This design comes from an exercise in tuning for small area and a short achievable clock period on the open sky130 flow, not from production work.
Only simulation tests tie the RTL to the original design; equivalence was not proved.
No activity file was given, so power comes from the tool's default toggle rates.

==> flow/design.v, too long to show whole: its modules and the start of the top module <==
// module correlation_32: 1508 lines
// module argmin_16: 236 lines
// module fa_cell: 6 lines
// module xor_cell: 5 lines
// module ha_cell: 6 lines
// module RFCorrelator: 28 lines
module RFCorrelator(bit_stream, clk, reset, Target_Num,
num_1, num_2, num_3, num_4, num_5, num_6, num_7, num_8, num_9, num_10, num_11, num_12, num_13, num_14, num_15, num_16, Out_str);
  // ...
==> flow/flow/run.sh <==
#!/bin/bash
# The standard layout (standard.sh) with two changes:
#  - synthesis maps the logic with ABC scripts of our own (flow/abc_*.script):
#    the argmin module with flow/abc_argmin.script, everything else with
#    flow/abc_main.script. Everything else in synthesis is the standard flow's script
#    (synth_recipe.tcl), so the registers are the standard synthesis's.
#  - the port buffers are the smallest buffer (buf_1).
# Each tool's output goes to the ORFS logs under orfs/logs; make's own
# output goes to flow_make.log.
set -euo pipefail
W=$PWD
export MY_ABC_SCRIPT=$W/flow/abc_main.script
export MY_ABC_SEL_SCRIPT=$W/flow/abc_argmin.script
export BUFFER_PORTS_ARGS="-buffer_cell sky130_fd_sc_hd__buf_1"
cat > $W/my_synth.tcl <<EOF
proc abc {args} {
  set i [lsearch -exact \$args -script]
  if { \$i >= 0 } {
    set a1 \$args
    lset a1 [expr {\$i + 1}] \$::env(MY_ABC_SCRIPT)
    set a2 \$args
    lset a2 [expr {\$i + 1}] \$::env(MY_ABC_SEL_SCRIPT)
    yosys abc {*}\$a2 argmin_16
    yosys abc {*}\$a1
    return
  }
  yosys abc {*}\$args
}
source $W/synth_recipe.tcl
EOF
grep -q 'SYNTH_SCRIPT=[^ ]*synth_recipe.tcl' standard.sh
sed "s#SYNTH_SCRIPT=[^ ]*synth_recipe.tcl#SYNTH_SCRIPT=$W/my_synth.tcl#" standard.sh > my_standard.sh
bash my_standard.sh > flow_make.log 2>&1
==> flow/flow/abc_argmin.script <==
strash; dch; map -a; topo; buffer -c; upsize -c; dnsize -c; stime -c
==> flow/flow/abc_main.script <==
strash; dch; map -a; topo; stime -c
==> flow/standard.sh <==
#!/bin/bash
# synth_recipe.tcl (not shown) runs the flow's synth.tcl, then flattens the netlist and writes it again
# the make line also repeats each setting of config.mk as NAME=value (left out here)
make -C /OpenROAD-flow-scripts/flow DESIGN_CONFIG=/design/flow/config.mk WORK_HOME=/design/flow/orfs CLKGATE_MAP_FILE= SYNTH_SCRIPT=/design/flow/synth_recipe.tcl "${@:-finish}"
==> flow/config.mk <==
export PLATFORM = sky130hd
export DESIGN_NAME = RFCorrelator
export DESIGN_NICKNAME = RFCorrelator
export VERILOG_FILES = /design/flow/design.v
export SDC_FILE = /design/flow/constraint.sdc
export NUM_CORES = 4
export LEC_CHECK = 0
export ABC_AREA = 1
export CAP_MARGIN = 20
export CORE_MARGIN = 2
export CORE_UTILIZATION = 40
export PLACE_DENSITY = 0.6
export SLEW_MARGIN = 20
export SYNTH_HIERARCHICAL = 1
==> flow/constraint.sdc <==
create_clock -name core_clock -period 55.0 [get_ports {clk}]
set_input_delay 11.0000 -clock core_clock [delete_from_list [all_inputs] [get_ports {clk}]]
set_output_delay 11.0000 -clock core_clock [all_outputs]
set_load 0.01 [all_outputs]
==> flow_summary.json, run 1 <==
{
  "switchingPower_mw": 0.7548,
  "crit_end": "Out_str[1]",
  "dieArea_um2": 51200,
  "rsz0062_at_grt": "false",
  "ys_types": 46,
  "reg2reg_to": "hdist_reg[10]",
  "crit_path_max_incr_delay_ps": 460,
  "synthesis.area_um2": 19760,
  "grt_pass1_wl_um": 101800,
  "post-cts-setup-buffer-count": 0,
  "reg2reg_from": "Target_Num[1]",
  "slew_violations": 0,
  "arrival_ps": 5180,
  "outcome": "timing/DRC/antenna clean",
  "p_sw_share_pct": 52.77,
  "seq_area_share_pct": 15.52,
  "crit_buf_inv": 5,
  "multiInputGateArea_um2": 15670,
  "port_buffers": 550,
  "cts_buffer_depth": 2,
  "post_drt_wl_per_cell_um": 24.62,
  "synth_xor_area_share_pct": 22.69,
  "fillers": 4533,
  "clock_skew_ps": 16.48,
  "yosys_most_used_dff": "dfxtp_1",
  "largest_reg_flops": 96,
  "muxShareOfSynthArea_pct": 0,
  "worst_pin_slew_ps": 791.0,
  "clkbuf_count": 17,
  "max-vdd-ir-drop_mv": 0.06926,
  "synth.net_count": 2649,
  "clockRootBuffer": "clkbuf_16",
  "rrSetupSlack_ps": 50210,
  "place_congestion": 0.9233,
  "drcViolationCount": 0,
  "layout_commonest_cell": "buf_1",
  "setup_slack_ps": 38820,
  "fin_crit_sh_pct": 29.42,
  "clkTransAtPathRegs_ps": 70,
  "routed_wl_um": 71610,
  "inverters": 105
}
==> run 2, diff against run 1 <==
--- a/flow/design.v
+++ b/flow/design.v
@@ -1529,223 +1529,307 @@
   assign l0g0_L01_c[0] = 1'b0;
   assign l0g0_L01_c[1] = (~d1[0] & d0[0]) | (l0g0_L01_c[0] & (~d1[0] | d0[0]));
   assign l0g0_L01_c[2] = (~d1[1] & d0[1]) | (l0g0_L01_c[1] & (~d1[1] | d0[1]));
   assign l0g0_L01_c[3] = (~d1[2] & d0[2]) | (l0g0_L01_c[2] & (~d1[2] | d0[2]));
   assign l0g0_L01_c[4] = (~d1[3] & d0[3]) | (l0g0_L01_c[3] & (~d1[3] | d0[3]));
   assign l0g0_L01_c[5] = (~d1[4] & d0[4]) | (l0g0_L01_c[4] & (~d1[4] | d0[4]));
   assign l0g0_L01_c[6] = (~d1[5] & d0[5]) | (l0g0_L01_c[5] & (~d1[5] | d0[5]));
   wire l0g0_L01 = l0g0_L01_c[6];
-  wire l0g0_w0 = ~l0g0_L01;
-  wire l0g0_w1 = l0g0_L01;
-  wire [5:0] l0g0_v = ({6{l0g0_w0}} & d0) | ({6{l0g0_w1}} & d1);
-  wire [0:0] l0g0_i = {(l0g0_w1)};
+  wire [6:0] l0g0_L02_c;
+  assign l0g0_L02_c[0] = 1'b0;
+  assign l0g0_L02_c[1] = (~d2[0] & d0[0]) | (l0g0_L02_c[0] & (~d2[0] | d0[0]));
+  assign l0g0_L02_c[2] = (~d2[1] & d0[1]) | (l0g0_L02_c[1] & (~d2[1] | d0[1]));
+  assign l0g0_L02_c[3] = (~d2[2] & d0[2]) | (l0g0_L02_c[2] & (~d2[2] | d0[2]));
+  assign l0g0_L02_c[4] = (~d2[3] & d0[3]) | (l0g0_L02_c[3] & (~d2[3] | d0[3]));
+  assign l0g0_L02_c[5] = (~d2[4] & d0[4]) | (l0g0_L02_c[4] & (~d2[4] | d0[4]));
+  assign l0g0_L02_c[6] = (~d2[5] & d0[5]) | (l0g0_L02_c[5] & (~d2[5] | d0[5]));
+  wire l0g0_L02 = l0g0_L02_c[6];
+  wire [6:0] l0g0_L03_c;
+  assign l0g0_L03_c[0] = 1'b0;
+  assign l0g0_L03_c[1] = (~d3[0] & d0[0]) | (l0g0_L03_c[0] & (~d3[0] | d0[0]));
+  assign l0g0_L03_c[2] = (~d3[1] & d0[1]) | (l0g0_L03_c[1] & (~d3[1] | d0[1]));
+  assign l0g0_L03_c[3] = (~d3[2] & d0[2]) | (l0g0_L03_c[2] & (~d3[2] | d0[2]));
+  assign l0g0_L03_c[4] = (~d3[3] & d0[3]) | (l0g0_L03_c[3] & (~d3[3] | d0[3]));
+  assign l0g0_L03_c[5] = (~d3[4] & d0[4]) | (l0g0_L03_c[4] & (~d3[4] | d0[4]));
+  assign l0g0_L03_c[6] = (~d3[5] & d0[5]) | (l0g0_L03_c[5] & (~d3[5] | d0[5]));
+  wire l0g0_L03 = l0g0_L03_c[6];
+  wire [6:0] l0g0_L12_c;
+  assign l0g0_L12_c[0] = 1'b0;
+  assign l0g0_L12_c[1] = (~d2[0] & d1[0]) | (l0g0_L12_c[0] & (~d2[0] | d1[0]));
+  assign l0g0_L12_c[2] = (~d2[1] & d1[1]) | (l0g0_L12_c[1] & (~d2[1] | d1[1]));
+  assign l0g0_L12_c[3] = (~d2[2] & d1[2]) | (l0g0_L12_c[2] & (~d2[2] | d1[2]));
+  assign l0g0_L12_c[4] = (~d2[3] & d1[3]) | (l0g0_L12_c[3] & (~d2[3] | d1[3]));
+  assign l0g0_L12_c[5] = (~d2[4] & d1[4]) | (l0g0_L12_c[4] & (~d2[4] | d1[4]));
+  assign l0g0_L12_c[6] = (~d2[5] & d1[5]) | (l0g0_L12_c[5] & (~d2[5] | d1[5]));
+  wire l0g0_L12 = l0g0_L12_c[6];
+  wire [6:0] l0g0_L13_c;
+  assign l0g0_L13_c[0] = 1'b0;
+  assign l0g0_L13_c[1] = (~d3[0] & d1[0]) | (l0g0_L13_c[0] & (~d3[0] | d1[0]));
+  assign l0g0_L13_c[2] = (~d3[1] & d1[1]) | (l0g0_L13_c[1] & (~d3[1] | d1[1]));
+  assign l0g0_L13_c[3] = (~d3[2] & d1[2]) | (l0g0_L13_c[2] & (~d3[2] | d1[2]));
+  assign l0g0_L13_c[4] = (~d3[3] & d1[3]) | (l0g0_L13_c[3] & (~d3[3] | d1[3]));
+  assign l0g0_L13_c[5] = (~d3[4] & d1[4]) | (l0g0_L13_c[4] & (~d3[4] | d1[4]));
+  assign l0g0_L13_c[6] = (~d3[5] & d1[5]) | (l0g0_L13_c[5] & (~d3[5] | d1[5]));
+  wire l0g0_L13 = l0g0_L13_c[6];
+  wire [6:0] l0g0_L23_c;
+  assign l0g0_L23_c[0] = 1'b0;
+  assign l0g0_L23_c[1] = (~d3[0] & d2[0]) | (l0g0_L23_c[0] & (~d3[0] | d2[0]));
+  assign l0g0_L23_c[2] = (~d3[1] & d2[1]) | (l0g0_L23_c[1] & (~d3[1] | d2[1]));
+  assign l0g0_L23_c[3] = (~d3[2] & d2[2]) | (l0g0_L23_c[2] & (~d3[2] | d2[2]));
+  assign l0g0_L23_c[4] = (~d3[3] & d2[3]) | (l0g0_L23_c[3] & (~d3[3] | d2[3]));
+  assign l0g0_L23_c[5] = (~d3[4] & d2[4]) | (l0g0_L23_c[4] & (~d3[4] | d2[4]));
+  assign l0g0_L23_c[6] = (~d3[5] & d2[5]) | (l0g0_L23_c[5] & (~d3[5] | d2[5]));
+  wire l0g0_L23 = l0g0_L23_c[6];
+  wire l0g0_w0 = ~l0g0_L01 & ~l0g0_L02 & ~l0g0_L03;
+  wire l0g0_w1 = l0g0_L01 & ~l0g0_L12 & ~l0g0_L13;
+  wire l0g0_w2 = l0g0_L02 & l0g0_L12 & ~l0g0_L23;
+  wire l0g0_w3 = l0g0_L03 & l0g0_L13 & l0g0_L23;
+  wire [5:0] l0g0_v = ({6{l0g0_w0}} & d0) | ({6{l0g0_w1}} & d1) | ({6{l0g0_w2}} & d2) | ({6{l0g0_w3}} & d3);
+  wire [1:0] l0g0_i = {(l0g0_w2 | l0g0_w3), (l0g0_w1 | l0g0_w3)};
   wire [6:0] l0g1_L01_c;
   assign l0g1_L01_c[0] = 1'b0;
-  assign l0g1_L01_c[1] = (~d3[0] & d2[0]) | (l0g1_L01_c[0] & (~d3[0] | d2[0]));
-  assign l0g1_L01_c[2] = (~d3[1] & d2[1]) | (l0g1_L01_c[1] & (~d3[1] | d2[1]));
-  assign l0g1_L01_c[3] = (~d3[2] & d2[2]) | (l0g1_L01_c[2] & (~d3[2] | d2[2]));
-  assign l0g1_L01_c[4] = (~d3[3] & d2[3]) | (l0g1_L01_c[3] & (~d3[3] | d2[3]));
-  assign l0g1_L01_c[5] = (~d3[4] & d2[4]) | (l0g1_L01_c[4] & (~d3[4] | d2[4]));
-  assign l0g1_L01_c[6] = (~d3[5] & d2[5]) | (l0g1_L01_c[5] & (~d3[5] | d2[5]));
+  assign l0g1_L01_c[1] = (~d5[0] & d4[0]) | (l0g1_L01_c[0] & (~d5[0] | d4[0]));
+  assign l0g1_L01_c[2] = (~d5[1] & d4[1]) | (l0g1_L01_c[1] & (~d5[1] | d4[1]));
+  assign l0g1_L01_c[3] = (~d5[2] & d4[2]) | (l0g1_L01_c[2] & (~d5[2] | d4[2]));
+  assign l0g1_L01_c[4] = (~d5[3] & d4[3]) | (l0g1_L01_c[3] & (~d5[3] | d4[3]));
+  assign l0g1_L01_c[5] = (~d5[4] & d4[4]) | (l0g1_L01_c[4] & (~d5[4] | d4[4]));
+  assign l0g1_L01_c[6] = (~d5[5] & d4[5]) | (l0g1_L01_c[5] & (~d5[5] | d4[5]));
   wire l0g1_L01 = l0g1_L01_c[6];
-  wire l0g1_w0 = ~l0g1_L01;
-  wire l0g1_w1 = l0g1_L01;
-  wire [5:0] l0g1_v = ({6{l0g1_w0}} & d2) | ({6{l0g1_w1}} & d3);
-  wire [0:0] l0g1_i = {(l0g1_w1)};
+  wire [6:0] l0g1_L02_c;
+  assign l0g1_L02_c[0] = 1'b0;
+  assign l0g1_L02_c[1] = (~d6[0] & d4[0]) | (l0g1_L02_c[0] & (~d6[0] | d4[0]));
+  assign l0g1_L02_c[2] = (~d6[1] & d4[1]) | (l0g1_L02_c[1] & (~d6[1] | d4[1]));
+  assign l0g1_L02_c[3] = (~d6[2] & d4[2]) | (l0g1_L02_c[2] & (~d6[2] | d4[2]));
+  assign l0g1_L02_c[4] = (~d6[3] & d4[3]) | (l0g1_L02_c[3] & (~d6[3] | d4[3]));
+  assign l0g1_L02_c[5] = (~d6[4] & d4[4]) | (l0g1_L02_c[4] & (~d6[4] | d4[4]));
+  assign l0g1_L02_c[6] = (~d6[5] & d4[5]) | (l0g1_L02_c[5] & (~d6[5] | d4[5]));
+  wire l0g1_L02 = l0g1_L02_c[6];
+  wire [6:0] l0g1_L03_c;
+  assign l0g1_L03_c[0] = 1'b0;
+  assign l0g1_L03_c[1] = (~d7[0] & d4[0]) | (l0g1_L03_c[0] & (~d7[0] | d4[0]));
+  assign l0g1_L03_c[2] = (~d7[1] & d4[1]) | (l0g1_L03_c[1] & (~d7[1] | d4[1]));
+  assign l0g1_L03_c[3] = (~d7[2] & d4[2]) | (l0g1_L03_c[2] & (~d7[2] | d4[2]));
+  assign l0g1_L03_c[4] = (~d7[3] & d4[3]) | (l0g1_L03_c[3] & (~d7[3] | d4[3]));
+  assign l0g1_L03_c[5] = (~d7[4] & d4[4]) | (l0g1_L03_c[4] & (~d7[4] | d4[4]));
+  assign l0g1_L03_c[6] = (~d7[5] & d4[5]) | (l0g1_L03_c[5] & (~d7[5] | d4[5]));
+  wire l0g1_L03 = l0g1_L03_c[6];
+  wire [6:0] l0g1_L12_c;
+  assign l0g1_L12_c[0] = 1'b0;
+  assign l0g1_L12_c[1] = (~d6[0] & d5[0]) | (l0g1_L12_c[0] & (~d6[0] | d5[0]));
+  assign l0g1_L12_c[2] = (~d6[1] & d5[1]) | (l0g1_L12_c[1] & (~d6[1] | d5[1]));
+  assign l0g1_L12_c[3] = (~d6[2] & d5[2]) | (l0g1_L12_c[2] & (~d6[2] | d5[2]));
+  assign l0g1_L12_c[4] = (~d6[3] & d5[3]) | (l0g1_L12_c[3] & (~d6[3] | d5[3]));
+  assign l0g1_L12_c[5] = (~d6[4] & d5[4]) | (l0g1_L12_c[4] & (~d6[4] | d5[4]));
+  assign l0g1_L12_c[6] = (~d6[5] & d5[5]) | (l0g1_L12_c[5] & (~d6[5] | d5[5]));
+  wire l0g1_L12 = l0g1_L12_c[6];
+  wire [6:0] l0g1_L13_c;
+  assign l0g1_L13_c[0] = 1'b0;
+  assign l0g1_L13_c[1] = (~d7[0] & d5[0]) | (l0g1_L13_c[0] & (~d7[0] | d5[0]));
+  assign l0g1_L13_c[2] = (~d7[1] & d5[1]) | (l0g1_L13_c[1] & (~d7[1] | d5[1]));
+  assign l0g1_L13_c[3] = (~d7[2] & d5[2]) | (l0g1_L13_c[2] & (~d7[2] | d5[2]));
+  assign l0g1_L13_c[4] = (~d7[3] & d5[3]) | (l0g1_L13_c[3] & (~d7[3] | d5[3]));
+  assign l0g1_L13_c[5] = (~d7[4] & d5[4]) | (l0g1_L13_c[4] & (~d7[4] | d5[4]));
+  assign l0g1_L13_c[6] = (~d7[5] & d5[5]) | (l0g1_L13_c[5] & (~d7[5] | d5[5]));
+  wire l0g1_L13 = l0g1_L13_c[6];
+  wire [6:0] l0g1_L23_c;
+  assign l0g1_L23_c[0] = 1'b0;
+  assign l0g1_L23_c[1] = (~d7[0] & d6[0]) | (l0g1_L23_c[0] & (~d7[0] | d6[0]));
+  assign l0g1_L23_c[2] = (~d7[1] & d6[1]) | (l0g1_L23_c[1] & (~d7[1] | d6[1]));
+  assign l0g1_L23_c[3] = (~d7[2] & d6[2]) | (l0g1_L23_c[2] & (~d7[2] | d6[2]));
+  assign l0g1_L23_c[4] = (~d7[3] & d6[3]) | (l0g1_L23_c[3] & (~d7[3] | d6[3]));
+  assign l0g1_L23_c[5] = (~d7[4] & d6[4]) | (l0g1_L23_c[4] & (~d7[4] | d6[4]));
+  assign l0g1_L23_c[6] = (~d7[5] & d6[5]) | (l0g1_L23_c[5] & (~d7[5] | d6[5]));
+  wire l0g1_L23 = l0g1_L23_c[6];
+  wire l0g1_w0 = ~l0g1_L01 & ~l0g1_L02 & ~l0g1_L03;
+  wire l0g1_w1 = l0g1_L01 & ~l0g1_L12 & ~l0g1_L13;
+  wire l0g1_w2 = l0g1_L02 & l0g1_L12 & ~l0g1_L23;
+  wire l0g1_w3 = l0g1_L03 & l0g1_L13 & l0g1_L23;
+  wire [5:0] l0g1_v = ({6{l0g1_w0}} & d4) | ({6{l0g1_w1}} & d5) | ({6{l0g1_w2}} & d6) | ({6{l0g1_w3}} & d7);
+  wire [1:0] l0g1_i = {(l0g1_w2 | l0g1_w3), (l0g1_w1 | l0g1_w3)};
   wire [6:0] l0g2_L01_c;
   assign l0g2_L01_c[0] = 1'b0;
-  assign l0g2_L01_c[1] = (~d5[0] & d4[0]) | (l0g2_L01_c[0] & (~d5[0] | d4[0]));
-  assign l0g2_L01_c[2] = (~d5[1] & d4[1]) | (l0g2_L01_c[1] & (~d5[1] | d4[1]));
-  assign l0g2_L01_c[3] = (~d5[2] & d4[2]) | (l0g2_L01_c[2] & (~d5[2] | d4[2]));
-  assign l0g2_L01_c[4] = (~d5[3] & d4[3]) | (l0g2_L01_c[3] & (~d5[3] | d4[3]));
-  assign l0g2_L01_c[5] = (~d5[4] & d4[4]) | (l0g2_L01_c[4] & (~d5[4] | d4[4]));
-  assign l0g2_L01_c[6] = (~d5[5] & d4[5]) | (l0g2_L01_c[5] & (~d5[5] | d4[5]));
+  assign l0g2_L01_c[1] = (~d9[0] & d8[0]) | (l0g2_L01_c[0] & (~d9[0] | d8[0]));
+  assign l0g2_L01_c[2] = (~d9[1] & d8[1]) | (l0g2_L01_c[1] & (~d9[1] | d8[1]));
+  assign l0g2_L01_c[3] = (~d9[2] & d8[2]) | (l0g2_L01_c[2] & (~d9[2] | d8[2]));
+  assign l0g2_L01_c[4] = (~d9[3] & d8[3]) | (l0g2_L01_c[3] & (~d9[3] | d8[3]));
+  assign l0g2_L01_c[5] = (~d9[4] & d8[4]) | (l0g2_L01_c[4] & (~d9[4] | d8[4]));
+  assign l0g2_L01_c[6] = (~d9[5] & d8[5]) | (l0g2_L01_c[5] & (~d9[5] | d8[5]));
   wire l0g2_L01 = l0g2_L01_c[6];
-  wire l0g2_w0 = ~l0g2_L01;
-  wire l0g2_w1 = l0g2_L01;
-  wire [5:0] l0g2_v = ({6{l0g2_w0}} & d4) | ({6{l0g2_w1}} & d5);
-  wire [0:0] l0g2_i = {(l0g2_w1)};
+  wire [6:0] l0g2_L02_c;
+  assign l0g2_L02_c[0] = 1'b0;
+  assign l0g2_L02_c[1] = (~d10[0] & d8[0]) | (l0g2_L02_c[0] & (~d10[0] | d8[0]));
+  assign l0g2_L02_c[2] = (~d10[1] & d8[1]) | (l0g2_L02_c[1] & (~d10[1] | d8[1]));
+  assign l0g2_L02_c[3] = (~d10[2] & d8[2]) | (l0g2_L02_c[2] & (~d10[2] | d8[2]));
+  assign l0g2_L02_c[4] = (~d10[3] & d8[3]) | (l0g2_L02_c[3] & (~d10[3] | d8[3]));
+  assign l0g2_L02_c[5] = (~d10[4] & d8[4]) | (l0g2_L02_c[4] & (~d10[4] | d8[4]));
+  assign l0g2_L02_c[6] = (~d10[5] & d8[5]) | (l0g2_L02_c[5] & (~d10[5] | d8[5]));
+  wire l0g2_L02 = l0g2_L02_c[6];
+  wire [6:0] l0g2_L03_c;
+  assign l0g2_L03_c[0] = 1'b0;
+  assign l0g2_L03_c[1] = (~d11[0] & d8[0]) | (l0g2_L03_c[0] & (~d11[0] | d8[0]));
+  assign l0g2_L03_c[2] = (~d11[1] & d8[1]) | (l0g2_L03_c[1] & (~d11[1] | d8[1]));
+  assign l0g2_L03_c[3] = (~d11[2] & d8[2]) | (l0g2_L03_c[2] & (~d11[2] | d8[2]));
+  assign l0g2_L03_c[4] = (~d11[3] & d8[3]) | (l0g2_L03_c[3] & (~d11[3] | d8[3]));
+  assign l0g2_L03_c[5] = (~d11[4] & d8[4]) | (l0g2_L03_c[4] & (~d11[4] | d8[4]));
+  assign l0g2_L03_c[6] = (~d11[5] & d8[5]) | (l0g2_L03_c[5] & (~d11[5] | d8[5]));
+  wire l0g2_L03 = l0g2_L03_c[6];
+  wire [6:0] l0g2_L12_c;
+  assign l0g2_L12_c[0] = 1'b0;
+  assign l0g2_L12_c[1] = (~d10[0] & d9[0]) | (l0g2_L12_c[0] & (~d10[0] | d9[0]));
+  assign l0g2_L12_c[2] = (~d10[1] & d9[1]) | (l0g2_L12_c[1] & (~d10[1] | d9[1]));
+  assign l0g2_L12_c[3] = (~d10[2] & d9[2]) | (l0g2_L12_c[2] & (~d10[2] | d9[2]));
+  assign l0g2_L12_c[4] = (~d10[3] & d9[3]) | (l0g2_L12_c[3] & (~d10[3] | d9[3]));
+  assign l0g2_L12_c[5] = (~d10[4] & d9[4]) | (l0g2_L12_c[4] & (~d10[4] | d9[4]));
+  assign l0g2_L12_c[6] = (~d10[5] & d9[5]) | (l0g2_L12_c[5] & (~d10[5] | d9[5]));
+  wire l0g2_L12 = l0g2_L12_c[6];
+  wire [6:0] l0g2_L13_c;
+  assign l0g2_L13_c[0] = 1'b0;
+  assign l0g2_L13_c[1] = (~d11[0] & d9[0]) | (l0g2_L13_c[0] & (~d11[0] | d9[0]));
+  assign l0g2_L13_c[2] = (~d11[1] & d9[1]) | (l0g2_L13_c[1] & (~d11[1] | d9[1]));
+  assign l0g2_L13_c[3] = (~d11[2] & d9[2]) | (l0g2_L13_c[2] & (~d11[2] | d9[2]));
+  assign l0g2_L13_c[4] = (~d11[3] & d9[3]) | (l0g2_L13_c[3] & (~d11[3] | d9[3]));
+  assign l0g2_L13_c[5] = (~d11[4] & d9[4]) | (l0g2_L13_c[4] & (~d11[4] | d9[4]));
+  assign l0g2_L13_c[6] = (~d11[5] & d9[5]) | (l0g2_L13_c[5] & (~d11[5] | d9[5]));
+  wire l0g2_L13 = l0g2_L13_c[6];
+  wire [6:0] l0g2_L23_c;
+  assign l0g2_L23_c[0] = 1'b0;
+  assign l0g2_L23_c[1] = (~d11[0] & d10[0]) | (l0g2_L23_c[0] & (~d11[0] | d10[0]));
+  assign l0g2_L23_c[2] = (~d11[1] & d10[1]) | (l0g2_L23_c[1] & (~d11[1] | d10[1]));
+  assign l0g2_L23_c[3] = (~d11[2] & d10[2]) | (l0g2_L23_c[2] & (~d11[2] | d10[2]));
+  assign l0g2_L23_c[4] = (~d11[3] & d10[3]) | (l0g2_L23_c[3] & (~d11[3] | d10[3]));
+  assign l0g2_L23_c[5] = (~d11[4] & d10[4]) | (l0g2_L23_c[4] & (~d11[4] | d10[4]));
+  assign l0g2_L23_c[6] = (~d11[5] & d10[5]) | (l0g2_L23_c[5] & (~d11[5] | d10[5]));
+  wire l0g2_L23 = l0g2_L23_c[6];
+  wire l0g2_w0 = ~l0g2_L01 & ~l0g2_L02 & ~l0g2_L03;
+  wire l0g2_w1 = l0g2_L01 & ~l0g2_L12 & ~l0g2_L13;
+  wire l0g2_w2 = l0g2_L02 & l0g2_L12 & ~l0g2_L23;
+  wire l0g2_w3 = l0g2_L03 & l0g2_L13 & l0g2_L23;
+  wire [5:0] l0g2_v = ({6{l0g2_w0}} & d8) | ({6{l0g2_w1}} & d9) | ({6{l0g2_w2}} & d10) | ({6{l0g2_w3}} & d11);
+  wire [1:0] l0g2_i = {(l0g2_w2 | l0g2_w3), (l0g2_w1 | l0g2_w3)};
   wire [6:0] l0g3_L01_c;
   assign l0g3_L01_c[0] = 1'b0;
-  assign l0g3_L01_c[1] = (~d7[0] & d6[0]) | (l0g3_L01_c[0] & (~d7[0] | d6[0]));
-  assign l0g3_L01_c[2] = (~d7[1] & d6[1]) | (l0g3_L01_c[1] & (~d7[1] | d6[1]));
-  assign l0g3_L01_c[3] = (~d7[2] & d6[2]) | (l0g3_L01_c[2] & (~d7[2] | d6[2]));
-  assign l0g3_L01_c[4] = (~d7[3] & d6[3]) | (l0g3_L01_c[3] & (~d7[3] | d6[3]));
-  assign l0g3_L01_c[5] = (~d7[4] & d6[4]) | (l0g3_L01_c[4] & (~d7[4] | d6[4]));
-  assign l0g3_L01_c[6] = (~d7[5] & d6[5]) | (l0g3_L01_c[5] & (~d7[5] | d6[5]));
+  assign l0g3_L01_c[1] = (~d13[0] & d12[0]) | (l0g3_L01_c[0] & (~d13[0] | d12[0]));
+  assign l0g3_L01_c[2] = (~d13[1] & d12[1]) | (l0g3_L01_c[1] & (~d13[1] | d12[1]));
+  assign l0g3_L01_c[3] = (~d13[2] & d12[2]) | (l0g3_L01_c[2] & (~d13[2] | d12[2]));
+  assign l0g3_L01_c[4] = (~d13[3] & d12[3]) | (l0g3_L01_c[3] & (~d13[3] | d12[3]));
+  assign l0g3_L01_c[5] = (~d13[4] & d12[4]) | (l0g3_L01_c[4] & (~d13[4] | d12[4]));
+  assign l0g3_L01_c[6] = (~d13[5] & d12[5]) | (l0g3_L01_c[5] & (~d13[5] | d12[5]));
   wire l0g3_L01 = l0g3_L01_c[6];
-  wire l0g3_w0 = ~l0g3_L01;
-  wire l0g3_w1 = l0g3_L01;
-  wire [5:0] l0g3_v = ({6{l0g3_w0}} & d6) | ({6{l0g3_w1}} & d7);
-  wire [0:0] l0g3_i = {(l0g3_w1)};
-  wire [6:0] l0g4_L01_c;
-  assign l0g4_L01_c[0] = 1'b0;
-  assign l0g4_L01_c[1] = (~d9[0] & d8[0]) | (l0g4_L01_c[0] & (~d9[0] | d8[0]));
-  assign l0g4_L01_c[2] = (~d9[1] & d8[1]) | (l0g4_L01_c[1] & (~d9[1] | d8[1]));
-  assign l0g4_L01_c[3] = (~d9[2] & d8[2]) | (l0g4_L01_c[2] & (~d9[2] | d8[2]));
-  assign l0g4_L01_c[4] = (~d9[3] & d8[3]) | (l0g4_L01_c[3] & (~d9[3] | d8[3]));
-  assign l0g4_L01_c[5] = (~d9[4] & d8[4]) | (l0g4_L01_c[4] & (~d9[4] | d8[4]));
-  assign l0g4_L01_c[6] = (~d9[5] & d8[5]) | (l0g4_L01_c[5] & (~d9[5] | d8[5]));
-  wire l0g4_L01 = l0g4_L01_c[6];
-  wire l0g4_w0 = ~l0g4_L01;
-  wire l0g4_w1 = l0g4_L01;
-  wire [5:0] l0g4_v = ({6{l0g4_w0}} & d8) | ({6{l0g4_w1}} & d9);
-  wire [0:0] l0g4_i = {(l0g4_w1)};
-  wire [6:0] l0g5_L01_c;
-  assign l0g5_L01_c[0] = 1'b0;
-  assign l0g5_L01_c[1] = (~d11[0] & d10[0]) | (l0g5_L01_c[0] & (~d11[0] | d10[0]));
-  assign l0g5_L01_c[2] = (~d11[1] & d10[1]) | (l0g5_L01_c[1] & (~d11[1] | d10[1]));
-  assign l0g5_L01_c[3] = (~d11[2] & d10[2]) | (l0g5_L01_c[2] & (~d11[2] | d10[2]));
-  assign l0g5_L01_c[4] = (~d11[3] & d10[3]) | (l0g5_L01_c[3] & (~d11[3] | d10[3]));
-  assign l0g5_L01_c[5] = (~d11[4] & d10[4]) | (l0g5_L01_c[4] & (~d11[4] | d10[4]));
-  assign l0g5_L01_c[6] = (~d11[5] & d10[5]) | (l0g5_L01_c[5] & (~d11[5] | d10[5]));
-  wire l0g5_L01 = l0g5_L01_c[6];
-  wire l0g5_w0 = ~l0g5_L01;
-  wire l0g5_w1 = l0g5_L01;
-  wire [5:0] l0g5_v = ({6{l0g5_w0}} & d10) | ({6{l0g5_w1}} & d11);
-  wire [0:0] l0g5_i = {(l0g5_w1)};
-  wire [6:0] l0g6_L01_c;
-  assign l0g6_L01_c[0] = 1'b0;
-  assign l0g6_L01_c[1] = (~d13[0] & d12[0]) | (l0g6_L01_c[0] & (~d13[0] | d12[0]));
-  assign l0g6_L01_c[2] = (~d13[1] & d12[1]) | (l0g6_L01_c[1] & (~d13[1] | d12[1]));
-  assign l0g6_L01_c[3] = (~d13[2] & d12[2]) | (l0g6_L01_c[2] & (~d13[2] | d12[2]));
-  assign l0g6_L01_c[4] = (~d13[3] & d12[3]) | (l0g6_L01_c[3] & (~d13[3] | d12[3]));
-  assign l0g6_L01_c[5] = (~d13[4] & d12[4]) | (l0g6_L01_c[4] & (~d13[4] | d12[4]));
-  assign l0g6_L01_c[6] = (~d13[5] & d12[5]) | (l0g6_L01_c[5] & (~d13[5] | d12[5]));
-  wire l0g6_L01 = l0g6_L01_c[6];
-  wire l0g6_w0 = ~l0g6_L01;
-  wire l0g6_w1 = l0g6_L01;
-  wire [5:0] l0g6_v = ({6{l0g6_w0}} & d12) | ({6{l0g6_w1}} & d13);
-  wire [0:0] l0g6_i = {(l0g6_w1)};
-  wire [6:0] l0g7_L01_c;
-  assign l0g7_L01_c[0] = 1'b0;
-  assign l0g7_L01_c[1] = (~d15[0] & d14[0]) | (l0g7_L01_c[0] & (~d15[0] | d14[0]));
-  assign l0g7_L01_c[2] = (~d15[1] & d14[1]) | (l0g7_L01_c[1] & (~d15[1] | d14[1]));
-  assign l0g7_L01_c[3] = (~d15[2] & d14[2]) | (l0g7_L01_c[2] & (~d15[2] | d14[2]));
-  assign l0g7_L01_c[4] = (~d15[3] & d14[3]) | (l0g7_L01_c[3] & (~d15[3] | d14[3]));
-  assign l0g7_L01_c[5] = (~d15[4] & d14[4]) | (l0g7_L01_c[4] & (~d15[4] | d14[4]));
-  assign l0g7_L01_c[6] = (~d15[5] & d14[5]) | (l0g7_L01_c[5] & (~d15[5] | d14[5]));
-  wire l0g7_L01 = l0g7_L01_c[6];
-  wire l0g7_w0 = ~l0g7_L01;
-  wire l0g7_w1 = l0g7_L01;
-  wire [5:0] l0g7_v = ({6{l0g7_w0}} & d14) | ({6{l0g7_w1}} & d15);
-  wire [0:0] l0g7_i = {(l0g7_w1)};
+  wire [6:0] l0g3_L02_c;
+  assign l0g3_L02_c[0] = 1'b0;
+  assign l0g3_L02_c[1] = (~d14[0] & d12[0]) | (l0g3_L02_c[0] & (~d14[0] | d12[0]));
+  assign l0g3_L02_c[2] = (~d14[1] & d12[1]) | (l0g3_L02_c[1] & (~d14[1] | d12[1]));
+  assign l0g3_L02_c[3] = (~d14[2] & d12[2]) | (l0g3_L02_c[2] & (~d14[2] | d12[2]));
+  assign l0g3_L02_c[4] = (~d14[3] & d12[3]) | (l0g3_L02_c[3] & (~d14[3] | d12[3]));
+  assign l0g3_L02_c[5] = (~d14[4] & d12[4]) | (l0g3_L02_c[4] & (~d14[4] | d12[4]));
+  assign l0g3_L02_c[6] = (~d14[5] & d12[5]) | (l0g3_L02_c[5] & (~d14[5] | d12[5]));
+  wire l0g3_L02 = l0g3_L02_c[6];
+  wire [6:0] l0g3_L03_c;
+  assign l0g3_L03_c[0] = 1'b0;
+  assign l0g3_L03_c[1] = (~d15[0] & d12[0]) | (l0g3_L03_c[0] & (~d15[0] | d12[0]));
+  assign l0g3_L03_c[2] = (~d15[1] & d12[1]) | (l0g3_L03_c[1] & (~d15[1] | d12[1]));
+  assign l0g3_L03_c[3] = (~d15[2] & d12[2]) | (l0g3_L03_c[2] & (~d15[2] | d12[2]));
+  assign l0g3_L03_c[4] = (~d15[3] & d12[3]) | (l0g3_L03_c[3] & (~d15[3] | d12[3]));
+  assign l0g3_L03_c[5] = (~d15[4] & d12[4]) | (l0g3_L03_c[4] & (~d15[4] | d12[4]));
+  assign l0g3_L03_c[6] = (~d15[5] & d12[5]) | (l0g3_L03_c[5] & (~d15[5] | d12[5]));
+  wire l0g3_L03 = l0g3_L03_c[6];
+  wire [6:0] l0g3_L12_c;
+  assign l0g3_L12_c[0] = 1'b0;
+  assign l0g3_L12_c[1] = (~d14[0] & d13[0]) | (l0g3_L12_c[0] & (~d14[0] | d13[0]));
+  assign l0g3_L12_c[2] = (~d14[1] & d13[1]) | (l0g3_L12_c[1] & (~d14[1] | d13[1]));
+  assign l0g3_L12_c[3] = (~d14[2] & d13[2]) | (l0g3_L12_c[2] & (~d14[2] | d13[2]));
+  assign l0g3_L12_c[4] = (~d14[3] & d13[3]) | (l0g3_L12_c[3] & (~d14[3] | d13[3]));
+  assign l0g3_L12_c[5] = (~d14[4] & d13[4]) | (l0g3_L12_c[4] & (~d14[4] | d13[4]));
+  assign l0g3_L12_c[6] = (~d14[5] & d13[5]) | (l0g3_L12_c[5] & (~d14[5] | d13[5]));
+  wire l0g3_L12 = l0g3_L12_c[6];
+  wire [6:0] l0g3_L13_c;
+  assign l0g3_L13_c[0] = 1'b0;
+  assign l0g3_L13_c[1] = (~d15[0] & d13[0]) | (l0g3_L13_c[0] & (~d15[0] | d13[0]));
+  assign l0g3_L13_c[2] = (~d15[1] & d13[1]) | (l0g3_L13_c[1] & (~d15[1] | d13[1]));
+  assign l0g3_L13_c[3] = (~d15[2] & d13[2]) | (l0g3_L13_c[2] & (~d15[2] | d13[2]));
+  assign l0g3_L13_c[4] = (~d15[3] & d13[3]) | (l0g3_L13_c[3] & (~d15[3] | d13[3]));
+  assign l0g3_L13_c[5] = (~d15[4] & d13[4]) | (l0g3_L13_c[4] & (~d15[4] | d13[4]));
+  assign l0g3_L13_c[6] = (~d15[5] & d13[5]) | (l0g3_L13_c[5] & (~d15[5] | d13[5]));
+  wire l0g3_L13 = l0g3_L13_c[6];
+  wire [6:0] l0g3_L23_c;
+  assign l0g3_L23_c[0] = 1'b0;
+  assign l0g3_L23_c[1] = (~d15[0] & d14[0]) | (l0g3_L23_c[0] & (~d15[0] | d14[0]));
+  assign l0g3_L23_c[2] = (~d15[1] & d14[1]) | (l0g3_L23_c[1] & (~d15[1] | d14[1]));
+  assign l0g3_L23_c[3] = (~d15[2] & d14[2]) | (l0g3_L23_c[2] & (~d15[2] | d14[2]));
+  assign l0g3_L23_c[4] = (~d15[3] & d14[3]) | (l0g3_L23_c[3] & (~d15[3] | d14[3]));
+  assign l0g3_L23_c[5] = (~d15[4] & d14[4]) | (l0g3_L23_c[4] & (~d15[4] | d14[4]));
+  assign l0g3_L23_c[6] = (~d15[5] & d14[5]) | (l0g3_L23_c[5] & (~d15[5] | d14[5]));
+  wire l0g3_L23 = l0g3_L23_c[6];
+  wire l0g3_w0 = ~l0g3_L01 & ~l0g3_L02 & ~l0g3_L03;
+  wire l0g3_w1 = l0g3_L01 & ~l0g3_L12 & ~l0g3_L13;
+  wire l0g3_w2 = l0g3_L02 & l0g3_L12 & ~l0g3_L23;
+  wire l0g3_w3 = l0g3_L03 & l0g3_L13 & l0g3_L23;
+  wire [5:0] l0g3_v = ({6{l0g3_w0}} & d12) | ({6{l0g3_w1}} & d13) | ({6{l0g3_w2}} & d14) | ({6{l0g3_w3}} & d15);
+  wire [1:0] l0g3_i = {(l0g3_w2 | l0g3_w3), (l0g3_w1 | l0g3_w3)};
   wire [6:0] l1g0_L01_c;
   assign l1g0_L01_c[0] = 1'b0;
   assign l1g0_L01_c[1] = (~l0g1_v[0] & l0g0_v[0]) | (l1g0_L01_c[0] & (~l0g1_v[0] | l0g0_v[0]));
   assign l1g0_L01_c[2] = (~l0g1_v[1] & l0g0_v[1]) | (l1g0_L01_c[1] & (~l0g1_v[1] | l0g0_v[1]));
   assign l1g0_L01_c[3] = (~l0g1_v[2] & l0g0_v[2]) | (l1g0_L01_c[2] & (~l0g1_v[2] | l0g0_v[2]));
   assign l1g0_L01_c[4] = (~l0g1_v[3] & l0g0_v[3]) | (l1g0_L01_c[3] & (~l0g1_v[3] | l0g0_v[3]));
   assign l1g0_L01_c[5] = (~l0g1_v[4] & l0g0_v[4]) | (l1g0_L01_c[4] & (~l0g1_v[4] | l0g0_v[4]));
   assign l1g0_L01_c[6] = (~l0g1_v[5] & l0g0_v[5]) | (l1g0_L01_c[5] & (~l0g1_v[5] | l0g0_v[5]));
   wire l1g0_L01 = l1g0_L01_c[6];
-  wire l1g0_w0 = ~l1g0_L01;
-  wire l1g0_w1 = l1g0_L01;
-  wire [5:0] l1g0_v = ({6{l1g0_w0}} & l0g0_v) | ({6{l1g0_w1}} & l0g1_v);
-  wire [1:0] l1g0_i = {(l1g0_w1), (({1{l1g0_w0}} & l0g0_i) | ({1{l1g0_w1}} & l0g1_i))};
-  wire [6:0] l1g1_L01_c;
-  assign l1g1_L01_c[0] = 1'b0;
-  assign l1g1_L01_c[1] = (~l0g3_v[0] & l0g2_v[0]) | (l1g1_L01_c[0] & (~l0g3_v[0] | l0g2_v[0]));
-  assign l1g1_L01_c[2] = (~l0g3_v[1] & l0g2_v[1]) | (l1g1_L01_c[1] & (~l0g3_v[1] | l0g2_v[1]));
-  assign l1g1_L01_c[3] = (~l0g3_v[2] & l0g2_v[2]) | (l1g1_L01_c[2] & (~l0g3_v[2] | l0g2_v[2]));
-  assign l1g1_L01_c[4] = (~l0g3_v[3] & l0g2_v[3]) | (l1g1_L01_c[3] & (~l0g3_v[3] | l0g2_v[3]));
-  assign l1g1_L01_c[5] = (~l0g3_v[4] & l0g2_v[4]) | (l1g1_L01_c[4] & (~l0g3_v[4] | l0g2_v[4]));
-  assign l1g1_L01_c[6] = (~l0g3_v[5] & l0g2_v[5]) | (l1g1_L01_c[5] & (~l0g3_v[5] | l0g2_v[5]));
-  wire l1g1_L01 = l1g1_L01_c[6];
-  wire l1g1_w0 = ~l1g1_L01;
-  wire l1g1_w1 = l1g1_L01;
-  wire [5:0] l1g1_v = ({6{l1g1_w0}} & l0g2_v) | ({6{l1g1_w1}} & l0g3_v);
-  wire [1:0] l1g1_i = {(l1g1_w1), (({1{l1g1_w0}} & l0g2_i) | ({1{l1g1_w1}} & l0g3_i))};
-  wire [6:0] l1g2_L01_c;
-  assign l1g2_L01_c[0] = 1'b0;
-  assign l1g2_L01_c[1] = (~l0g5_v[0] & l0g4_v[0]) | (l1g2_L01_c[0] & (~l0g5_v[0] | l0g4_v[0]));
-  assign l1g2_L01_c[2] = (~l0g5_v[1] & l0g4_v[1]) | (l1g2_L01_c[1] & (~l0g5_v[1] | l0g4_v[1]));
-  assign l1g2_L01_c[3] = (~l0g5_v[2] & l0g4_v[2]) | (l1g2_L01_c[2] & (~l0g5_v[2] | l0g4_v[2]));
-  assign l1g2_L01_c[4] = (~l0g5_v[3] & l0g4_v[3]) | (l1g2_L01_c[3] & (~l0g5_v[3] | l0g4_v[3]));
-  assign l1g2_L01_c[5] = (~l0g5_v[4] & l0g4_v[4]) | (l1g2_L01_c[4] & (~l0g5_v[4] | l0g4_v[4]));
-  assign l1g2_L01_c[6] = (~l0g5_v[5] & l0g4_v[5]) | (l1g2_L01_c[5] & (~l0g5_v[5] | l0g4_v[5]));
-  wire l1g2_L01 = l1g2_L01_c[6];
-  wire l1g2_w0 = ~l1g2_L01;
-  wire l1g2_w1 = l1g2_L01;
-  wire [5:0] l1g2_v = ({6{l1g2_w0}} & l0g4_v) | ({6{l1g2_w1}} & l0g5_v);
-  wire [1:0] l1g2_i = {(l1g2_w1), (({1{l1g2_w0}} & l0g4_i) | ({1{l1g2_w1}} & l0g5_i))};
-  wire [6:0] l1g3_L01_c;
-  assign l1g3_L01_c[0] = 1'b0;
-  assign l1g3_L01_c[1] = (~l0g7_v[0] & l0g6_v[0]) | (l1g3_L01_c[0] & (~l0g7_v[0] | l0g6_v[0]));
-  assign l1g3_L01_c[2] = (~l0g7_v[1] & l0g6_v[1]) | (l1g3_L01_c[1] & (~l0g7_v[1] | l0g6_v[1]));
-  assign l1g3_L01_c[3] = (~l0g7_v[2] & l0g6_v[2]) | (l1g3_L01_c[2] & (~l0g7_v[2] | l0g6_v[2]));
-  assign l1g3_L01_c[4] = (~l0g7_v[3] & l0g6_v[3]) | (l1g3_L01_c[3] & (~l0g7_v[3] | l0g6_v[3]));
-  assign l1g3_L01_c[5] = (~l0g7_v[4] & l0g6_v[4]) | (l1g3_L01_c[4] & (~l0g7_v[4] | l0g6_v[4]));
-  assign l1g3_L01_c[6] = (~l0g7_v[5] & l0g6_v[5]) | (l1g3_L01_c[5] & (~l0g7_v[5] | l0g6_v[5]));
-  wire l1g3_L01 = l1g3_L01_c[6];
-  wire l1g3_w0 = ~l1g3_L01;
-  wire l1g3_w1 = l1g3_L01;
-  wire [5:0] l1g3_v = ({6{l1g3_w0}} & l0g6_v) | ({6{l1g3_w1}} & l0g7_v);
-  wire [1:0] l1g3_i = {(l1g3_w1), (({1{l1g3_w0}} & l0g6_i) | ({1{l1g3_w1}} & l0g7_i))};
-  wire [6:0] l2g0_L01_c;
-  assign l2g0_L01_c[0] = 1'b0;
-  assign l2g0_L01_c[1] = (~l1g1_v[0] & l1g0_v[0]) | (l2g0_L01_c[0] & (~l1g1_v[0] | l1g0_v[0]));
-  assign l2g0_L01_c[2] = (~l1g1_v[1] & l1g0_v[1]) | (l2g0_L01_c[1] & (~l1g1_v[1] | l1g0_v[1]));
-  assign l2g0_L01_c[3] = (~l1g1_v[2] & l1g0_v[2]) | (l2g0_L01_c[2] & (~l1g1_v[2] | l1g0_v[2]));
-  assign l2g0_L01_c[4] = (~l1g1_v[3] & l1g0_v[3]) | (l2g0_L01_c[3] & (~l1g1_v[3] | l1g0_v[3]));
-  assign l2g0_L01_c[5] = (~l1g1_v[4] & l1g0_v[4]) | (l2g0_L01_c[4] & (~l1g1_v[4] | l1g0_v[4]));
-  assign l2g0_L01_c[6] = (~l1g1_v[5] & l1g0_v[5]) | (l2g0_L01_c[5] & (~l1g1_v[5] | l1g0_v[5]));
-  wire l2g0_L01 = l2g0_L01_c[6];
-  wire [6:0] l2g0_L02_c;
-  assign l2g0_L02_c[0] = 1'b0;
-  assign l2g0_L02_c[1] = (~l1g2_v[0] & l1g0_v[0]) | (l2g0_L02_c[0] & (~l1g2_v[0] | l1g0_v[0]));
-  assign l2g0_L02_c[2] = (~l1g2_v[1] & l1g0_v[1]) | (l2g0_L02_c[1] & (~l1g2_v[1] | l1g0_v[1]));
-  assign l2g0_L02_c[3] = (~l1g2_v[2] & l1g0_v[2]) | (l2g0_L02_c[2] & (~l1g2_v[2] | l1g0_v[2]));
-  assign l2g0_L02_c[4] = (~l1g2_v[3] & l1g0_v[3]) | (l2g0_L02_c[3] & (~l1g2_v[3] | l1g0_v[3]));
-  assign l2g0_L02_c[5] = (~l1g2_v[4] & l1g0_v[4]) | (l2g0_L02_c[4] & (~l1g2_v[4] | l1g0_v[4]));
-  assign l2g0_L02_c[6] = (~l1g2_v[5] & l1g0_v[5]) | (l2g0_L02_c[5] & (~l1g2_v[5] | l1g0_v[5]));
-  wire l2g0_L02 = l2g0_L02_c[6];
-  wire [6:0] l2g0_L03_c;
-  assign l2g0_L03_c[0] = 1'b0;
-  assign l2g0_L03_c[1] = (~l1g3_v[0] & l1g0_v[0]) | (l2g0_L03_c[0] & (~l1g3_v[0] | l1g0_v[0]));
-  assign l2g0_L03_c[2] = (~l1g3_v[1] & l1g0_v[1]) | (l2g0_L03_c[1] & (~l1g3_v[1] | l1g0_v[1]));
-  assign l2g0_L03_c[3] = (~l1g3_v[2] & l1g0_v[2]) | (l2g0_L03_c[2] & (~l1g3_v[2] | l1g0_v[2]));
-  assign l2g0_L03_c[4] = (~l1g3_v[3] & l1g0_v[3]) | (l2g0_L03_c[3] & (~l1g3_v[3] | l1g0_v[3]));
-  assign l2g0_L03_c[5] = (~l1g3_v[4] & l1g0_v[4]) | (l2g0_L03_c[4] & (~l1g3_v[4] | l1g0_v[4]));
-  assign l2g0_L03_c[6] = (~l1g3_v[5] & l1g0_v[5]) | (l2g0_L03_c[5] & (~l1g3_v[5] | l1g0_v[5]));
-  wire l2g0_L03 = l2g0_L03_c[6];
-  wire [6:0] l2g0_L12_c;
-  assign l2g0_L12_c[0] = 1'b0;
-  assign l2g0_L12_c[1] = (~l1g2_v[0] & l1g1_v[0]) | (l2g0_L12_c[0] & (~l1g2_v[0] | l1g1_v[0]));
-  assign l2g0_L12_c[2] = (~l1g2_v[1] & l1g1_v[1]) | (l2g0_L12_c[1] & (~l1g2_v[1] | l1g1_v[1]));
-  assign l2g0_L12_c[3] = (~l1g2_v[2] & l1g1_v[2]) | (l2g0_L12_c[2] & (~l1g2_v[2] | l1g1_v[2]));
-  assign l2g0_L12_c[4] = (~l1g2_v[3] & l1g1_v[3]) | (l2g0_L12_c[3] & (~l1g2_v[3] | l1g1_v[3]));
-  assign l2g0_L12_c[5] = (~l1g2_v[4] & l1g1_v[4]) | (l2g0_L12_c[4] & (~l1g2_v[4] | l1g1_v[4]));
-  assign l2g0_L12_c[6] = (~l1g2_v[5] & l1g1_v[5]) | (l2g0_L12_c[5] & (~l1g2_v[5] | l1g1_v[5]));
-  wire l2g0_L12 = l2g0_L12_c[6];
-  wire [6:0] l2g0_L13_c;
-  assign l2g0_L13_c[0] = 1'b0;
-  assign l2g0_L13_c[1] = (~l1g3_v[0] & l1g1_v[0]) | (l2g0_L13_c[0] & (~l1g3_v[0] | l1g1_v[0]));
-  assign l2g0_L13_c[2] = (~l1g3_v[1] & l1g1_v[1]) | (l2g0_L13_c[1] & (~l1g3_v[1] | l1g1_v[1]));
-  assign l2g0_L13_c[3] = (~l1g3_v[2] & l1g1_v[2]) | (l2g0_L13_c[2] & (~l1g3_v[2] | l1g1_v[2]));
-  assign l2g0_L13_c[4] = (~l1g3_v[3] & l1g1_v[3]) | (l2g0_L13_c[3] & (~l1g3_v[3] | l1g1_v[3]));
-  assign l2g0_L13_c[5] = (~l1g3_v[4] & l1g1_v[4]) | (l2g0_L13_c[4] & (~l1g3_v[4] | l1g1_v[4]));
-  assign l2g0_L13_c[6] = (~l1g3_v[5] & l1g1_v[5]) | (l2g0_L13_c[5] & (~l1g3_v[5] | l1g1_v[5]));
-  wire l2g0_L13 = l2g0_L13_c[6];
-  wire [6:0] l2g0_L23_c;
-  assign l2g0_L23_c[0] = 1'b0;
-  assign l2g0_L23_c[1] = (~l1g3_v[0] & l1g2_v[0]) | (l2g0_L23_c[0] & (~l1g3_v[0] | l1g2_v[0]));
-  assign l2g0_L23_c[2] = (~l1g3_v[1] & l1g2_v[1]) | (l2g0_L23_c[1] & (~l1g3_v[1] | l1g2_v[1]));
-  assign l2g0_L23_c[3] = (~l1g3_v[2] & l1g2_v[2]) | (l2g0_L23_c[2] & (~l1g3_v[2] | l1g2_v[2]));
-  assign l2g0_L23_c[4] = (~l1g3_v[3] & l1g2_v[3]) | (l2g0_L23_c[3] & (~l1g3_v[3] | l1g2_v[3]));
-  assign l2g0_L23_c[5] = (~l1g3_v[4] & l1g2_v[4]) | (l2g0_L23_c[4] & (~l1g3_v[4] | l1g2_v[4]));
-  assign l2g0_L23_c[6] = (~l1g3_v[5] & l1g2_v[5]) | (l2g0_L23_c[5] & (~l1g3_v[5] | l1g2_v[5]));
-  wire l2g0_L23 = l2g0_L23_c[6];
-  wire l2g0_w0 = ~l2g0_L01 & ~l2g0_L02 & ~l2g0_L03;
-  wire l2g0_w1 = l2g0_L01 & ~l2g0_L12 & ~l2g0_L13;
-  wire l2g0_w2 = l2g0_L02 & l2g0_L12 & ~l2g0_L23;
-  wire l2g0_w3 = l2g0_L03 & l2g0_L13 & l2g0_L23;
-  wire [3:0] l2g0_i = {(l2g0_w2 | l2g0_w3), (l2g0_w1 | l2g0_w3), (({2{l2g0_w0}} & l1g0_i) | ({2{l2g0_w1}} & l1g1_i) | ({2{l2g0_w2}} & l1g2_i) | ({2{l2g0_w3}} & l1g3_i))};
-  assign best = l2g0_i;
+  wire [6:0] l1g0_L02_c;
+  assign l1g0_L02_c[0] = 1'b0;
+  assign l1g0_L02_c[1] = (~l0g2_v[0] & l0g0_v[0]) | (l1g0_L02_c[0] & (~l0g2_v[0] | l0g0_v[0]));
+  assign l1g0_L02_c[2] = (~l0g2_v[1] & l0g0_v[1]) | (l1g0_L02_c[1] & (~l0g2_v[1] | l0g0_v[1]));
+  assign l1g0_L02_c[3] = (~l0g2_v[2] & l0g0_v[2]) | (l1g0_L02_c[2] & (~l0g2_v[2] | l0g0_v[2]));
+  assign l1g0_L02_c[4] = (~l0g2_v[3] & l0g0_v[3]) | (l1g0_L02_c[3] & (~l0g2_v[3] | l0g0_v[3]));
+  assign l1g0_L02_c[5] = (~l0g2_v[4] & l0g0_v[4]) | (l1g0_L02_c[4] & (~l0g2_v[4] | l0g0_v[4]));
+  assign l1g0_L02_c[6] = (~l0g2_v[5] & l0g0_v[5]) | (l1g0_L02_c[5] & (~l0g2_v[5] | l0g0_v[5]));
+  wire l1g0_L02 = l1g0_L02_c[6];
+  wire [6:0] l1g0_L03_c;
+  assign l1g0_L03_c[0] = 1'b0;
+  assign l1g0_L03_c[1] = (~l0g3_v[0] & l0g0_v[0]) | (l1g0_L03_c[0] & (~l0g3_v[0] | l0g0_v[0]));
+  assign l1g0_L03_c[2] = (~l0g3_v[1] & l0g0_v[1]) | (l1g0_L03_c[1] & (~l0g3_v[1] | l0g0_v[1]));
+  assign l1g0_L03_c[3] = (~l0g3_v[2] & l0g0_v[2]) | (l1g0_L03_c[2] & (~l0g3_v[2] | l0g0_v[2]));
+  assign l1g0_L03_c[4] = (~l0g3_v[3] & l0g0_v[3]) | (l1g0_L03_c[3] & (~l0g3_v[3] | l0g0_v[3]));
+  assign l1g0_L03_c[5] = (~l0g3_v[4] & l0g0_v[4]) | (l1g0_L03_c[4] & (~l0g3_v[4] | l0g0_v[4]));
+  assign l1g0_L03_c[6] = (~l0g3_v[5] & l0g0_v[5]) | (l1g0_L03_c[5] & (~l0g3_v[5] | l0g0_v[5]));
+  wire l1g0_L03 = l1g0_L03_c[6];
+  wire [6:0] l1g0_L12_c;
+  assign l1g0_L12_c[0] = 1'b0;
+  assign l1g0_L12_c[1] = (~l0g2_v[0] & l0g1_v[0]) | (l1g0_L12_c[0] & (~l0g2_v[0] | l0g1_v[0]));
+  assign l1g0_L12_c[2] = (~l0g2_v[1] & l0g1_v[1]) | (l1g0_L12_c[1] & (~l0g2_v[1] | l0g1_v[1]));
+  assign l1g0_L12_c[3] = (~l0g2_v[2] & l0g1_v[2]) | (l1g0_L12_c[2] & (~l0g2_v[2] | l0g1_v[2]));
+  assign l1g0_L12_c[4] = (~l0g2_v[3] & l0g1_v[3]) | (l1g0_L12_c[3] & (~l0g2_v[3] | l0g1_v[3]));
+  assign l1g0_L12_c[5] = (~l0g2_v[4] & l0g1_v[4]) | (l1g0_L12_c[4] & (~l0g2_v[4] | l0g1_v[4]));
+  assign l1g0_L12_c[6] = (~l0g2_v[5] & l0g1_v[5]) | (l1g0_L12_c[5] & (~l0g2_v[5] | l0g1_v[5]));
+  wire l1g0_L12 = l1g0_L12_c[6];
+  wire [6:0] l1g0_L13_c;
+  assign l1g0_L13_c[0] = 1'b0;
+  assign l1g0_L13_c[1] = (~l0g3_v[0] & l0g1_v[0]) | (l1g0_L13_c[0] & (~l0g3_v[0] | l0g1_v[0]));
+  assign l1g0_L13_c[2] = (~l0g3_v[1] & l0g1_v[1]) | (l1g0_L13_c[1] & (~l0g3_v[1] | l0g1_v[1]));
+  assign l1g0_L13_c[3] = (~l0g3_v[2] & l0g1_v[2]) | (l1g0_L13_c[2] & (~l0g3_v[2] | l0g1_v[2]));
+  assign l1g0_L13_c[4] = (~l0g3_v[3] & l0g1_v[3]) | (l1g0_L13_c[3] & (~l0g3_v[3] | l0g1_v[3]));
+  assign l1g0_L13_c[5] = (~l0g3_v[4] & l0g1_v[4]) | (l1g0_L13_c[4] & (~l0g3_v[4] | l0g1_v[4]));
+  assign l1g0_L13_c[6] = (~l0g3_v[5] & l0g1_v[5]) | (l1g0_L13_c[5] & (~l0g3_v[5] | l0g1_v[5]));
+  wire l1g0_L13 = l1g0_L13_c[6];
+  wire [6:0] l1g0_L23_c;
+  assign l1g0_L23_c[0] = 1'b0;
+  assign l1g0_L23_c[1] = (~l0g3_v[0] & l0g2_v[0]) | (l1g0_L23_c[0] & (~l0g3_v[0] | l0g2_v[0]));
+  assign l1g0_L23_c[2] = (~l0g3_v[1] & l0g2_v[1]) | (l1g0_L23_c[1] & (~l0g3_v[1] | l0g2_v[1]));
+  assign l1g0_L23_c[3] = (~l0g3_v[2] & l0g2_v[2]) | (l1g0_L23_c[2] & (~l0g3_v[2] | l0g2_v[2]));
+  assign l1g0_L23_c[4] = (~l0g3_v[3] & l0g2_v[3]) | (l1g0_L23_c[3] & (~l0g3_v[3] | l0g2_v[3]));
+  assign l1g0_L23_c[5] = (~l0g3_v[4] & l0g2_v[4]) | (l1g0_L23_c[4] & (~l0g3_v[4] | l0g2_v[4]));
+  assign l1g0_L23_c[6] = (~l0g3_v[5] & l0g2_v[5]) | (l1g0_L23_c[5] & (~l0g3_v[5] | l0g2_v[5]));
+  wire l1g0_L23 = l1g0_L23_c[6];
+  wire l1g0_w0 = ~l1g0_L01 & ~l1g0_L02 & ~l1g0_L03;
+  wire l1g0_w1 = l1g0_L01 & ~l1g0_L12 & ~l1g0_L13;
+  wire l1g0_w2 = l1g0_L02 & l1g0_L12 & ~l1g0_L23;
+  wire l1g0_w3 = l1g0_L03 & l1g0_L13 & l1g0_L23;
+  wire [3:0] l1g0_i = {(l1g0_w2 | l1g0_w3), (l1g0_w1 | l1g0_w3), (({2{l1g0_w0}} & l0g0_i) | ({2{l1g0_w1}} & l0g1_i) | ({2{l1g0_w2}} & l0g2_i) | ({2{l1g0_w3}} & l0g3_i))};
+  assign best = l1g0_i;
 endmodule
 module fa_cell(a, b, c, s, co);
   input a, b, c;
   output s, co;
   assign s = a ^ b ^ c;
   assign co = (a & b) | (c & (a ^ b));
 endmodule
 module xor_cell(a, b, y);
==> flow/flow/abc_argmin.script (replaced) <==
strash; dch; map; topo; buffer -c; upsize -c; dnsize -c; stime -c
==> flow/config.mk (replaced) <==
export PLATFORM = sky130hd
export DESIGN_NAME = RFCorrelator
export DESIGN_NICKNAME = RFCorrelator
export VERILOG_FILES = /design/flow/design.v
export SDC_FILE = /design/flow/constraint.sdc
export NUM_CORES = 4
export LEC_CHECK = 0
export ABC_AREA = 1
export CAP_MARGIN = 5
export CORE_MARGIN = 2
export CORE_UTILIZATION = 40
export CTS_BUF_LIST = sky130_fd_sc_hd__clkbuf_8
export PLACE_DENSITY = 0.6
export SLEW_MARGIN = 5
export SYNTH_HIERARCHICAL = 1
==> run 2 against run 1 <==
- worst hold slack better by 7.7 ps
- synthesized cell count increased by 14%
- first-iteration DRC count up 37%
- die area is 9.2% higher
- clock power down 26%
- global-route usage up 2.0 points
- sequential power rose by 28%
- critical path type unchanged
- critical endpoint is now Out_str[0]
- design area rose by 7.1%
- largest cell class unchanged
- sequential share of layout area fell by 1.0 points
- sequential cell count did not move
- register-to-register slack lost 630 ps
==> flow_summary.json, run 2 <==
{
  "post-cts-setup-buffer-count": 0,
  "power_density_nw_per_um2": 57.67,
  "cts_buffer_depth": 2,
  "clk_latency_ps": 520,
  "outcome": "timing/DRC/antenna clean",
  "leakage_nw": 10.06,
  "tns_ps": 0,
  "drt_iter0_markers": 1362,
  "drcViolationCount": 0,
  "slew_headroom_pct": 17.17,
  "setup_slack_ps": 40330,
  "syn_avg_cell_area_um2": 11.54,
  "synthesis.area_um2": 21610,
  "clkTransAtPathRegs_ps": 90,
  "endpoint_kind": "output pin",
  "synth_warnings": 7,
  "drtPass1Iterations": 5,
  "met1Wirelength_um": 34400,
  "initial_core_util_pct": 40.31,
  "io_pins": 551,
  "stdcell_area_um2": 25140,
  "numCtsBuffers": 17,
  "max_freq_ghz": 0.06818,
  "post_drt_wl_per_cell_um": 26.51,
  "synth_seq_cells": 166,
  "grt-ovfl-total": 0,
  "yosys-top-cells-area": "fa_1, xor2_1, dfxtp_1",
  "holdCritPathClass": "reg2reg",
  "p_total_mw": 1.450,
  "clock_sinks": 166,
  "layout_commonest_cell": "buf_1",
  "synth.net_count": 2885,
  "hold_violations": 0,
  "rsz0062_at_grt": "false",
  "pre_cts_slack_ps": 39880,
  "postLayoutCoreUtil_pct": 46.90,
  "hold-worst-slack_ps": 356.2,
  "num-nets-final": 3478,
  "synth_most_common_cell": "xor2_1",
  "ant_nets": 0,
  "vias_per_cell": 5.548,
  "slew_violations": 0,
  "grt_usage_pct": 30.28,
  "post-dp-hpwl_um": 67100,
  "cts_hold_buf": 0,
  "cts_tree": "built",
  "die_w_um": 236.4,
  "ys_seq_area_share_pct": 16.86,
  "place_congestion": 0.9645,
  "dp_cells": 3143,
  "dr.max_layer_used": "met4",
  "synth_edf_count": 32,
  "layout_common_cells": "buf_1, xor2_1, fa_1",
  "crit_fanout": 8,
  "clockRootBuffer": "clkbuf_8",
  "yosysTopAreaCell": "fa_1",
  "fin_cells": 3176,
  "placed_cell_area_um2": 24750,
  "port_buffers": 550,
  "coreArea_um2": 53600,
  "antenna_found_initial": 1,
  "async_flop_share_pct": 0,
  "dr_wl_met2_um": 38480,
  "post_cts_resized": 0,
  "crit_type": "reg2out",
  "synth_top_cells_by_count": "xor2_1, fa_1, dfxtp_1",
  "worst_pin_slew_ps": 1242,
  "dieArea_um2": 55890,
  "max-vdd-ir-drop_mv": 0.04136,
  "wl_met3_um": 7054,
  "grt_pass1_vias": 19159,
  "fin_crit_sh_pct": 26.67,
  "max_cap_violations": 0,
  "yosys_most_used_dff": "dfxtp_1",
  "grt_pass1_wl_um": 121600,
  "fillers": 5052,
  "arrival_ps": 3670,
  "worstSetupStartpointType": "flip-flop",
  "layout_min_cycle_time_ps": 14670,
  "largest_reg_flops": 96,
  "setup_viol": 0,
  "syn_inst": 1873,
  "yosys.area.top_type_share_pct": 38.55,
  "routed_wl_um": 84210,
  "num_rows": 85,
  "layout-drive-gt1-share_pct": 6.172,
  "die_y_um": 236.4,
  "ys_types": 64,
  "clock_skew_ps": 17.50,
  "htreeDepth": 4,
  "syn2layout_area_growth_pct": 16.36,
  "required_ps": 44000,
  "vias": 17619,
  "grt_max_degree": 33
}
run 2: cell types whose count changed after synthesis, moves of 11 or more:
cell	delta
o22ai_2	+19
nand2_1	-15
o22ai_1	+47
o21bai_1	+11
a22oi_1	+36
o21ai_1	-16
a21oi_1	+13
o2bb2ai_1	+11
inv_1	+11
nand3_1	+24
inv_2	+15
nand4_1	+75
o21ai_0	-41
run 2: worst paths after layout:
kind                        from            to  slack (ps)  depth (start not counted)
setup reg to reg  Target_Num[21]  hdist_reg[4]       49580                         11
hold / removal      shift_reg[9]  shift_reg[8]         360                          0
hold reg to reg     shift_reg[9]  shift_reg[8]         360                          0
setup / recovery   hdist_reg[32]    Out_str[0]       40330                         14
run 2: Yosys stat by module (local to each module, per instance), a selection:
| module | cell area, µm² | copies in the design | flops+latches |
|---|---|---|---|
| argmin_16 | 4051 | 1 | 0 |
| RFCorrelator | 3741 | 1 | 166 |
| fa_cell | 20.02 | 416 | 0 |
| xor_cell | 8.758 | 512 | 0 |
| ha_cell | 12.51 | 80 | 0 |
run 2: worst max-delay path, cell delays in order, from the launching register on:
cell and delay (ps):
dfxtp_1 520, inv_1 150, o2bb2ai_1 150, a21oi_1 200, o21ai_2 110, a21oi_4 250
nand4_1 280, nand4_1 290, a32oi_1 90, o21ai_1 170, nand3_1 140, a31oi_1 260
nand4_1 150, nand4_1 160, buf_1 230
run 2: logic make-up (layout without fill, tap and decap cells):
logic type	Yosys count	after routing	share of synthesized area (%)
adder cells (fa/ha/maj)	497	497	43.24
buffers and inverters	138	744	2.455
flip-flops	166	166	16.86
AND/OR/NAND/NOR	270	270	6.289
AO/OA/AOI/OAI	290	290	10.40
other	0	1	0
XOR/XNOR	512	512	20.76
run 2: cell type report:
type	count	area [µm²]	area share (%)
multi-input cells	1569	17430	69.35
flip-flops and latches	166	3643	14.49
repair buffers	583	2312	9.197
well taps	696	870.8	3.464
inverters	129	484.2	1.926
clock buffers	18	247.7	0.9854
clock inverters	14	145.1	0.5773
diodes	1	2.502	0.009954
run 2: routing by layer:
metal / vias to the layer above / global-route usage, %
met3: 189 / 5.910
met1: 8933 / 40.43
met4: 0 / 14.52
met2: 951 / 47.38
li1: 7546 / -
met5: - / 0
run 2: power breakdown:
group / internal [mW] / switching (mW) / total (mW)
registers: 0.178 / 0.0786 / 0.256
clock network: 0.0381 / 0.0519 / 0.0900
logic: 0.443 / 0.661 / 1.10

==> port drivers added, routing unchanged <==
How much do the figures lean on ideal ports? The routed layouts below were timed once more, with nothing changed but the port constraints.
Step 1, drivers: a clkbuf_16 drives clk and a buf_2 each remaining input, both assumed.
Step 2 moves the port delays by t, midway between the first and last clock arrival at a register: inputs arrive t later, outputs are due t later. That takes back most of the time a late clock gives input paths.
a / b / c = ideal / step 1 / step 2; a / b = the first two.
| run | t (ns) | setup WS [ns] | worst hold slack (ns) | worst data-port slew with drivers (ns) |
|---|---|---|---|---|
| run 1 | 0.488 | 38.817 / 38.763 / 39.251 | 0.349 / 0.349 / 0.349 | 0.08 |
| run 2 | 0.567 | 40.333 / 40.280 / 39.904 | 0.356 / 0.356 / 0.356 | 0.06 |
After both steps setup and hold are still met in every run listed. The setup slack of run 2, which loses most, moves by -0.053 ns with the drivers and by -0.429 ns with both steps.
